Source: an optimization exercise on an open RTL-to-GDS flow (aim: small area, a short achievable clock period and few clock cycles per item). Production flows keep margins and buffers that such runs may drop.
In this exercise RTL edits were held to simulation tests only and were not proved equivalent to the original.
No activity file was given, so power comes from the tool's default toggle rates.

==> wip/garnet: inputs <==
Design reorder_buffer, start of the top module:
module reorder_buffer #(
  parameter DATA_WIDTH = 32
)(
  input  logic                    clk,
  input  logic                    rst_n,
  input  logic            [3:0]   s_arid_i,
  input  logic                    s_arvalid_i,
  output logic                    s_arready_o,
  output logic [DATA_WIDTH-1:0]   s_rdata_o,
  output logic            [3:0]   s_rid_o,
  output logic                    s_rvalid_o,
  input  logic                    s_rready_i,
  output logic            [3:0]   m_arid_o,
  output logic                    m_arvalid_o,
  input  logic                    m_arready_i,
  input  logic [DATA_WIDTH-1:0]   m_rdata_i,
  input  logic            [3:0]   m_rid_i,
  input  logic                    m_rvalid_i,
  output logic                    m_rready_o
);
  logic                  ar_hand_shake;
  logic [3:0]            head_id;
  logic                  head_valid;
  logic [15:0]           head_sel;
  logic [DATA_WIDTH-1:0] stored_data;
  logic                  stored;
  logic                  arrives;
  logic                  load;
  logic                  free;
  logic                  out_valid;
  logic [3:0]            out_id;
  logic [DATA_WIDTH-1:0] out_data;
  assign m_arid_o      = s_arid_i;
  assign m_arvalid_o   = s_arvalid_i;
  assign s_arready_o   = m_arready_i;
  assign ar_hand_shake = s_arvalid_i && m_arready_i;
  assign m_rready_o    = 1'b1;
  fifo FIFO(
    .clk_i    ( clk ),
    .resetn_i ( rst_n ),
    .push_i   ( ar_hand_shake ),
    .data_i   ( s_arid_i ),
    .pop_i    ( load ),
    .head_o   ( head_id ),
    .hsel_o   ( head_sel ),
    .hvalid_o ( head_valid )
  );
  memory #(
    .DATA_WIDTH ( DATA_WIDTH )
  ) MEM (
    .clk_i    ( clk ),
    .resetn_i ( rst_n ),
    .waddr_i  ( m_rid_i ),
    .wr_i     ( m_rvalid_i ),
    .data_i   ( m_rdata_i ),
    .caddr_i  ( s_arid_i ),
    .clr_i    ( ar_hand_shake ),
    .rsel_i   ( head_sel ),
    .data_o   ( stored_data ),
    .valid_o  ( stored )
  );
  assign arrives = m_rvalid_i && ( m_rid_i == head_id );
  assign load    = head_valid && free && ( stored || arrives );
  always @( posedge clk )
    if( !rst_n )
      out_valid <= 1'b0;
    else if( load )
      out_valid <= 1'b1;
    else if( s_rready_i )
      out_valid <= 1'b0;
  assign free = !out_valid || s_rready_i;
  ...
clock: 4.7 ns
lec_check: 0
cap_margin: 20
core_margin: 2
core_utilization: 40
cts_cluster_diameter: 80
cts_cluster_size: 25
setup_slack_margin: 2.5
slew_margin: 20
tns_end_percent: 0
standard.sh (not shown) runs the stock make flow with config.mk's settings and CLKGATE_MAP_FILE= SYNTH_SCRIPT=/design/flow/synth_recipe.tcl, a recipe that flattens the netlist after the stock synthesis.
==> flow/flow/run.sh <==
#!/bin/bash
# The standard layout, with the port buffers that buffer_ports inserts made
# plain sky130_fd_sc_hd__buf_2 cells instead of the delay cells it picks by
# default. The make output goes to standard.log in the work folder; each
# ORFS step keeps its own log under orfs/logs as usual.
set -euo pipefail
export BUFFER_PORTS_ARGS="-buffer_cell sky130_fd_sc_hd__buf_2"
bash standard.sh > standard.log 2>&1
==> inputs of wip/xenon, as changes to wip/garnet <==
--- a/flow/config.mk
+++ b/flow/config.mk
@@ -12,4 +12,4 @@
 export CTS_CLUSTER_SIZE = 25
 export SETUP_SLACK_MARGIN = 2.5
 export SLEW_MARGIN = 20
-export TNS_END_PERCENT = 0
+export TNS_END_PERCENT = 20
==> comparison table <==
Max stage delay cell, worst path: wip/xenon edfxtp_1; wip/garnet inv_2
Number of clock buffers in the layout: wip/xenon 39; wip/garnet 40
Crit path setup slack, layout: wip/xenon 2.426 ns; wip/garnet 2.340 ns
Buffers inserted by post-CTS timing repair: wip/xenon 12; wip/garnet 2
Final routed wire length divided by cell count: wip/xenon 28.95 um; wip/garnet 28.76 um
Period Utilization, post-route: wip/xenon 48.37%; wip/garnet 50.21%
Share of total power consumed by net switching: wip/xenon 21.68%; wip/garnet 21.63%
Fin nets: wip/xenon 1423; wip/garnet 1416
Met2 routed WL: wip/xenon 29130 um; wip/garnet 29480 um
Outcome: wip/xenon finished clean; wip/garnet finished clean
Later-pin clock latency in the skew report: wip/xenon 0.58 ns; wip/garnet 0.59 ns
Bufs w/o clock: wip/xenon 115; wip/garnet 111
Vias/cell: wip/xenon 6.034; wip/garnet 6.045
Met3 wire length: wip/xenon 5505 um; wip/garnet 4575 um
Testbench counts of wip/garnet, summed over its fixed seeds: cycles 15,082, items 8,192.
Testbench counts of wip/xenon, summed over its fixed seeds: cycles 15,082, items 8,192.

## re-timing with driven ports
Ports are ideal in the flow. The routed layouts listed here were re-timed in OpenROAD. Step 1: set_driving_cell puts a clkbuf_16 on clk and a buf_2 on each other input, an assumption about the parent block. Step 2 times the ports against the registers' clock, not the clock port: input delays grow and output delays shrink by t, the midpoint of the rising clock arrivals with the driver on. Three values: no drivers, after step 1, after step 2; two values: the first two.
run	t, ns	setup WS [ns]	worst hold slack (ns)	latest minus earliest clock arrival (ns)	worst register clock-pin slew, ns
wip/garnet	0.629	2.340 / 2.367 / 1.739	0.494 / 0.494 / 0.494	0.036 / 0.037	0.10 / 0.10
wip/xenon	0.621	2.426 / 2.426 / 1.950	0.480 / 0.480 / 0.480	0.039 / 0.039	0.11 / 0.11
After both steps every run listed still meets setup and hold. For wip/garnet, which loses most, drivers alone change the setup slack by +0.027 ns; drivers and shift together by -0.601 ns.
